Background: an optimization exercise with open tools, aiming at small area, a short achievable clock period and few clock cycles. Do not read the settings as production practice.
At most, simulation tests tie the RTL to the original design; equivalence was not proved.
Function not checked in run 1: the RTL went through the layout flow alone.
Power figures rest on the tool's default switching activity, not on a simulated workload.

## flow/design.v (module list and top-level ports; edited modules follow where they fit)
// module MyDesign: 1603 lines
// module fa: 4 lines
module MyDesign (
    input  wire        dut_run,
    output reg         dut_busy,
    input  wire        reset_b,
    input  wire        clk,
    output wire        input_sram_write_enable,
    output wire [11:0] input_sram_write_addresss,
    output wire [15:0] input_sram_write_data,
    output wire [11:0] input_sram_read_address,
    input  wire [15:0] input_sram_read_data,
    output reg         output_sram_write_enable,
    output wire [11:0] output_sram_write_addresss,
    output wire [15:0] output_sram_write_data,
    output wire [11:0] output_sram_read_address,
    input  wire [15:0] output_sram_read_data,
    output wire        scratchpad_sram_write_enable,
    output wire [11:0] scratchpad_sram_write_addresss,
    output wire [15:0] scratchpad_sram_write_data,
    output wire [11:0] scratchpad_sram_read_address,
    input  wire [15:0] scratchpad_sram_read_data,
    output wire        weights_sram_write_enable,
    output wire [11:0] weights_sram_write_addresss,
    output wire [15:0] weights_sram_write_data,
    output wire [11:0] weights_sram_read_address,
    input  wire [15:0] weights_sram_read_data
);
  // ...
==> flow/flow/run.sh <==
#!/bin/bash
# Layout: the standard ORFS flow (standard.sh, unchanged synthesis),
# with repair_timing asked to keep a setup margin of 7.7 ns on the design's
# 11 ns clock, and the port buffers made as buf_2 cells.
# Each ORFS step writes its full log under orfs/logs; make's output goes to
# standard.log.
set -o pipefail
bash standard.sh SETUP_SLACK_MARGIN=7.7 "BUFFER_PORTS_ARGS=-buffer_cell sky130_fd_sc_hd__buf_2" finish > standard.log 2>&1
==> flow/standard.sh <==
#!/bin/bash
# synth_recipe.tcl (not shown) runs the flow's synth.tcl, then flattens the netlist and writes it again
# the make line also repeats each setting of config.mk as NAME=value (left out here)
make -C /OpenROAD-flow-scripts/flow DESIGN_CONFIG=/design/flow/config.mk WORK_HOME=/design/flow/orfs CLKGATE_MAP_FILE= SYNTH_SCRIPT=/design/flow/synth_recipe.tcl "${@:-finish}"
==> flow/config.mk <==
export PLATFORM = sky130hd
export DESIGN_NAME = MyDesign
export DESIGN_NICKNAME = MyDesign
export VERILOG_FILES = /design/flow/design.v
export SDC_FILE = /design/flow/constraint.sdc
export NUM_CORES = 4
export LEC_CHECK = 0
export ABC_AREA = 1
export CAP_MARGIN = 20
export CORE_MARGIN = 2
export CORE_UTILIZATION = 55
export CTS_BUF_LIST = sky130_fd_sc_hd__clkbuf_8 sky130_fd_sc_hd__clkbuf_16
export CTS_CLUSTER_DIAMETER = 80
export CTS_CLUSTER_SIZE = 30
export SLEW_MARGIN = 20
export SYNTH_HIERARCHICAL = 1
export SYNTH_MINIMUM_KEEP_SIZE = 0
==> flow/constraint.sdc <==
create_clock -name core_clock -period 11.0 [get_ports {clk}]
set_input_delay 2.2000 -clock core_clock [delete_from_list [all_inputs] [get_ports {clk}]]
set_output_delay 2.2000 -clock core_clock [all_outputs]
set_load 0.01 [all_outputs]
==> flow_summary_export.csv, run 1 <==
group,metric,value,unit
outcome,status,"finished clean",
sta,max_freq,294,MHz
drt,ant_nets,0,
worst_setup_path,worstPathArrival,1200,ps
sta,slew_headroom,34.9,%
sta,rsz0062_at_grt,"true",
worst_setup_path,cp.depth,1,
worst_setup_path,critPathKind,"flip-flop to output port",
layout,multi_input_gates,2005,
clock_network,cts_setup_buffers,59,
layout,buffers,175,
sta,slew_violations,0,
layout,final-instance-count-excl-fill,3653,
drt,drt_iter0_markers,2147,
worst_setup_path,cp_max_fo,2,
yosys,yosys-top-cells-area,"dfxtp_1, fa_1, xor2_1, edfxtp_1, nand2_1",
placement,dpl_cell_area,28200,µm²
layout,clock_area_share,2.90,%
worst_setup_path,rrSetupSlack,7660,ps
yosys,synth_cell_types,42,
sta,skew,33.7,ps
power_and_ir_drop,p_int,5060,µW
floorplanning,rows,82,
clock_network,cts_resized,68,
yosys,synth.top_cell.area_share,25.8,%
layout,reg_top3,"kr (72), ph (18)",
global_routing,grt.overflow.total,0,
==> run 2: changes to the inputs <==
--- a/flow/design.v
+++ b/flow/design.v
@@ -75,27 +75,27 @@
       for (j = 0; j < 4; j = j + 1) begin
         b2 = w[2*j+1]; b1 = w[2*j]; b0 = (j == 0) ? 1'b0 : w[2*j-1];
         booth[3*j]   = b1 ^ b0;
         booth[3*j+1] = (b2 & ~b1 & ~b0) | (~b2 & b1 & b0);
         booth[3*j+2] = b2;
       end
     end
   endfunction
-  reg [71:0] kr;    
+  reg [107:0] kd;
   wire ld = rd & (st == 3'd0);
   always @(posedge clk) begin
-    if (ld && q == 5'd1) kr[15:0]  <= {weights_sram_read_data[7:0], weights_sram_read_data[15:8]};
-    if (ld && q == 5'd2) kr[31:16] <= {weights_sram_read_data[7:0], weights_sram_read_data[15:8]};
-    if (ld && q == 5'd3) kr[47:32] <= {weights_sram_read_data[7:0], weights_sram_read_data[15:8]};
-    if (ld && q == 5'd4) kr[63:48] <= {weights_sram_read_data[7:0], weights_sram_read_data[15:8]};
-    if (ld && q == 5'd5) kr[71:64] <= weights_sram_read_data[15:8];
+    if (ld && q == 5'd1) kd[23:0]  <= {booth(weights_sram_read_data[7:0]), booth(weights_sram_read_data[15:8])};
+    if (ld && q == 5'd2) kd[47:24] <= {booth(weights_sram_read_data[7:0]), booth(weights_sram_read_data[15:8])};
+    if (ld && q == 5'd3) kd[71:48] <= {booth(weights_sram_read_data[7:0]), booth(weights_sram_read_data[15:8])};
+    if (ld && q == 5'd4) kd[95:72] <= {booth(weights_sram_read_data[7:0]), booth(weights_sram_read_data[15:8])};
+    if (ld && q == 5'd5) kd[107:96] <= booth(weights_sram_read_data[15:8]);
     if (sw) begin
-      kr[23:0] <= kr[71:48];
-      kr[71:48] <= kr[23:0];
+      kd[35:0] <= kd[107:72];
+      kd[107:72] <= kd[35:0];
     end
   end
   reg [15:0] x0, x1, x2, x3, x4, x5;
   reg [7:0]  x6;
   reg [17:0] ph;    
   always @(posedge clk) begin
     x0 <= input_sram_read_data;
     if (sw) begin
@@ -129,25 +129,25 @@
   wire [7:0] pb6 = x2[7:0];
   wire [7:0] px6 = {ph[13] ? pa6[7:4] : pb6[7:4], ph[12] ? pa6[3:0] : pb6[3:0]};
   wire [7:0] pa7 = x1[7:0];
   wire [7:0] pb7 = x1[15:8];
   wire [7:0] px7 = {ph[15] ? pa7[7:4] : pb7[7:4], ph[14] ? pa7[3:0] : pb7[3:0]};
   wire [7:0] pa8 = x0[15:8];
   wire [7:0] pb8 = x1[7:0];
   wire [7:0] px8 = {ph[17] ? pa8[7:4] : pb8[7:4], ph[16] ? pa8[3:0] : pb8[3:0]};
-  wire [11:0] kd0 = booth(kr[7:0]);
-  wire [11:0] kd1 = booth(kr[15:8]);
-  wire [11:0] kd2 = booth(kr[23:16]);
-  wire [11:0] kd3 = booth(kr[31:24]);
-  wire [11:0] kd4 = booth(kr[39:32]);
-  wire [11:0] kd5 = booth(kr[47:40]);
-  wire [11:0] kd6 = booth(kr[55:48]);
-  wire [11:0] kd7 = booth(kr[63:56]);
-  wire [11:0] kd8 = booth(kr[71:64]);
+  wire [11:0] kd0 = kd[11:0];
+  wire [11:0] kd1 = kd[23:12];
+  wire [11:0] kd2 = kd[35:24];
+  wire [11:0] kd3 = kd[47:36];
+  wire [11:0] kd4 = kd[59:48];
+  wire [11:0] kd5 = kd[71:60];
+  wire [11:0] kd6 = kd[83:72];
+  wire [11:0] kd7 = kd[95:84];
+  wire [11:0] kd8 = kd[107:96];
   wire y0_0_0 = (kd0[0] & px0[0]) ^ kd0[2];
   wire y0_0_1 = ((kd0[0] & px0[1]) | (kd0[1] & px0[0])) ^ kd0[2];
   wire y0_0_2 = ((kd0[0] & px0[2]) | (kd0[1] & px0[1])) ^ kd0[2];
   wire y0_0_3 = ((kd0[0] & px0[3]) | (kd0[1] & px0[2])) ^ kd0[2];
   wire y0_0_4 = ((kd0[0] & px0[4]) | (kd0[1] & px0[3])) ^ kd0[2];
   wire y0_0_5 = ((kd0[0] & px0[5]) | (kd0[1] & px0[4])) ^ kd0[2];
   wire y0_0_6 = ((kd0[0] & px0[6]) | (kd0[1] & px0[5])) ^ kd0[2];
   wire y0_0_7 = ((kd0[0] & px0[7]) | (kd0[1] & px0[6])) ^ kd0[2];
==> run 2 against run 1 <==
Effect of this change:
- register-to-register slack gained 70 ps
- global-route usage shrank 2.4 points
- synthesized cell count shrank 4.7%
- critical path depth is the same
- final area shrank 0.54%
- largest power group unchanged
- total power grew 3.7%
- worst hold slack gained 0.96 ps
- critical endpoint is now output_sram_write_addresss[5]
- worst setup slack gained 1.7 ps
- die area grew 2.0%
- non-clock buffer count shrank 76
- sequential share of layout area grew 3.7 points
==> flow_summary_export.csv, run 2 <==
group,metric,value,unit
outcome,status,"finished clean",
power_and_ir_drop,pwr-share-clk,11.8,%
clock_network,cts_hold_buf,0,
global_routing,grt_start_max_net_pins,88,
worst_setup_path,crit_path_end_kind,"output port",
global_routing,grt.overflow.total,0,
floorplanning,dieArea,53400,µm²
worst_setup_path,rr_worst_depth,6,
floorplanning,die_y,231,µm
worst_setup_path,startpoint_type,"flip-flop",
sta,rsz0062_at_grt,"true",
power_and_ir_drop,power_switching_share,44.2,%
sta,setup_viol,0,
yosys,synth_area,28400,µm²
yosys,ys_seq_area_share,37.4,%
layout,post-route-util,59.3,%
global_routing,met1_usage,43.7,%
yosys,synthCells,2708,
placement,dp_hpwl,70600,µm
layout,layout_commonest_cell,"dfxtp_1",
sta,skew,31.3,ps
yosys,synth.top_cells.by_count,"dfxtp_1, xor2_1, fa_1",
worst_setup_path,crit_slowest_cell,"edfxtp_1",
floorplanning,die_w,231,µm
worst_setup_path,cpPeakStageDelay,440,ps
drt,ant_nets,0,
layout,final_layout_size_suffix_gt1_share,9.07,%
worst_setup_path,cp.depth,1,
global_routing,grt_use_met3,7.44,%
power_and_ir_drop,p_int,5320,µW
global_routing,grt_use_total,32.5,%
worst_setup_path,critPathKind,"flip-flop to output port",
layout,layout.nets,3202,
yosys,yosys_warnings,7,
worst_setup_path,crit_chain,"buf_2",
yosys,synth.top_cell.area_share,25.3,%
layout,reg_top3,"kd (108), ph (18)",
drt,drt_iter0_markers,1944,
yosys,yosysTopAreaCell,"dfxtp_1",
drt,dr_total_vias,19600,
clock_network,cts_made_buffers,25,
clock_network,clock_path_buffers,3,
min_path,worstHoldPathCells,0,
clock_network,cts.sinks,473,
worst_setup_path,worstPathArrival,1200,ps
global_routing,grt_pass1_vias,19600,
yosys,synthFlopType,"dfxtp_1",
layout,area_growth,7.09,%
sta,post-route-period-util,30.9,%
power_and_ir_drop,peakVddDrop,0.000298,V
worst_setup_path,cp.required,8800,ps
yosys,yosysMostFrequentCell,"dfxtp_1",
global_routing,antenna_found_initial,2,
floorplanning,initial_utilization,55.4,%
layout,fill_cells,4372,
sta,tns,0,ps
global_routing,grt_pass1_wl,126000,µm
sta,max_slew.worst_pin.slew,1110,ps
sta,max_freq,294,MHz
yosys,synth_cell_types,40,
yosys,yosys-top-cells-area,"dfxtp_1, fa_1, edfxtp_1, xor2_1, o22ai_1",
floorplanning,design.core.area,51200,µm²
drt,vias_per_cell,5.69,
sta,slew_violations,0,
clock_network,clk_pin_slew,100,ps
placement,place.gp.congestion,1.07,
drt,route.detailed.drc,0,
worst_setup_path,crit_family,"flip-flops",
yosys,async_reset_ff_share,0,%
sta,hold_viol_final,0,
placement,port_buffers,67,
yosys,ys_ff_latch,473,
worst_setup_path,path_buf_inv,1,
power_and_ir_drop,combPwrFrac,60.6,%
floorplanning,rows,83,
yosys,syn_area_per_cell,10.5,µm²
global_routing,grt_busiest_layer,"met2",
power_and_ir_drop,leakage,0.0130,µW
clock_network,cts-root-buf,"clkbuf_16",
worst_setup_path,cp_max_fo,2,
clock_network,ctsHtreeMaxLevel,1,
min_path,hold_class,"flip-flop to flip-flop",
layout,largest_register_ffs,108,
layout,largest_register,"kd",
power_and_ir_drop,power_switching,4210,µW
floorplanning,ioPinCount,232,
layout,final_cell_mix,"dfxtp_1, xor2_1, fa_1",
power_and_ir_drop,seqPwrFrac,27.6,%
global_routing,grtUsageMet2,52.7,%
yosys,synth_edf_count,115,
drt,wl_per_cell,25.1,µm
clock_network,cts_tree,"built",
clock_network,clk_latency,610,ps
sta,slew_headroom,25.9,%
drt,wirelength,86500,µm
layout,diodes,0,
drt,first_pass_iters,5,
flow_run,cap_violations,0,
sta,period_needed,3400,ps
power_and_ir_drop,power_density,314,nW/µm²
run 2: cell count changes in the layout (fill, tap and decap cells not counted), moves of 23 or more:
cell      previous run  this run
a21oi_1             44        73
o22ai_1            214       252
nor2_2              30         7
inv_1              290       208
clkinv_1             4        60
buf_4              100        30
edfxtp_1            79       115
inv_2               26         1
nand2_1            431       319
o21ai_0            181       114
run 2: repair_timing:
item | in CTS | in global routing
resized for setup | 65 | 31
endpoints found under the hold margin | 0 | 0
gates cloned | 1 | 0
buffers inserted | 8 | 6
setup endpoints to repair | 96 | 80
run 2: path summary, 6_finish.rpt:
check | startpoint | endpoint | slack [ps]
max | waddr_o[5]$_SDFFCE_PP0P_ | output_sram_write_addresss[5] | 7600
min | wd_lo[0]$_SDFF_PN0_ | wd_hi[0]$_DFF_P_ | 350
max reg2reg | ph[7]$_DFF_P_ | r544$_DFF_P_ | 7730
min reg2reg | wd_lo[0]$_SDFF_PN0_ | wd_hi[0]$_DFF_P_ | 350
run 2: layout make-up:
type | count | area, µm² | share of cell area [%]
Clock buffer | 26 | 651 | 2.14
Timing Repair inverter | 1 | 7.51 | 0.0247
Inverter | 268 | 1010 | 3.32
Timing Repair Buffer | 99 | 617 | 2.03
Clock inverter | 18 | 238 | 0.782
Tap cell | 680 | 851 | 2.80
Sequential cell | 473 | 10600 | 35.0
Multi-Input combinational cell | 1882 | 16400 | 53.9
run 2: cells by family (layout without fill, tap and decap cells):
kind of cell / after synthesis / in the layout / synth area share [%]
AO/OA/AOI/OAI: 505 / 505 / 10.2
AND/OR/NAND/NOR: 491 / 491 / 7.13
buffers and inverters: 484 / 412 / 8.18
flip-flops: 473 / 473 / 37.4
adder cells (fa/ha/maj): 385 / 385 / 25.6
XOR/XNOR: 345 / 345 / 10.6
multiplexers: 24 / 24 / 0.847
other: 1 / 132 / 0.0132
run 2: per-module statistics from Yosys, one instance, submodules excluded:
module    cell area, µm²  flip-flops and latches  times used
MyDesign           21900                     473           1
fa                  20.0                       0         324
run 2: stage by stage:
stage               hold slack (ps)  total power, µW  cells  instance area [µm²]  setup WS, ps
floorplan                       330             6390   2839                28900          7780
global placement                334             8270   3386                28900          7070
detailed placement              335             8460   3388                28900          7030
CTS                             356             9630   3441                30200          7570
global route                    362            10500   3447                30400          7560
finish                          353             9530   3447                30400          7600
run 2: power by group through the flow:
stage                     registers, µW  logic (µW)  clock network (µW)
final                              2630        5770                1130
after CTS                          2630        5860                1150
after detailed placement           2650        5810                   0
after global routing               2680        6590                1210
after global placement             2640        5630                   0
after floorplan                    2580        3810                   0
run 2: metal layers:
| layer | share of wire [%] | routed length, µm |
|---|---|---|
| met2 | 47 | 40500 |
| met5 | 0.015 | 13 |
| met4 | 2.8 | 2410 |
| met1 | 41 | 35100 |
| met3 | 9.8 | 8500 |
Testbench counts of run 2, summed over its fixed seeds: cycles 13,944.

-- static timing again, ports no longer ideal --
The flow's constraints put no driver on any port. The routed layouts listed below were extracted and timed again, unchanged, in two steps.
Step 1 sets driving cells, clkbuf_16 on the clock port and buf_2 on the other inputs (assumed; they add their load-dependent delay and slew).
Step 2 also shifts input and output timing later by t, the mid clock arrival at the registers, as if the neighbouring blocks saw the same clock.
Slacks: ideal / step 1 / step 2; pairs: ideal / step 1.
run | t, ns | setup slack, ns | worst setup path after step 2 | worst register clock-pin slew, ns
run 1 | 0.657 | 7.597 / 7.533 / 7.263 | input to register | 0.11 / 0.11
run 2 | 0.657 | 7.598 / 7.536 / 7.354 | input to register | 0.12 / 0.12
After both steps setup and hold are still met in every run listed. The setup slack of run 1, which loses most, moves by -0.064 ns with the drivers and by -0.334 ns with both steps.
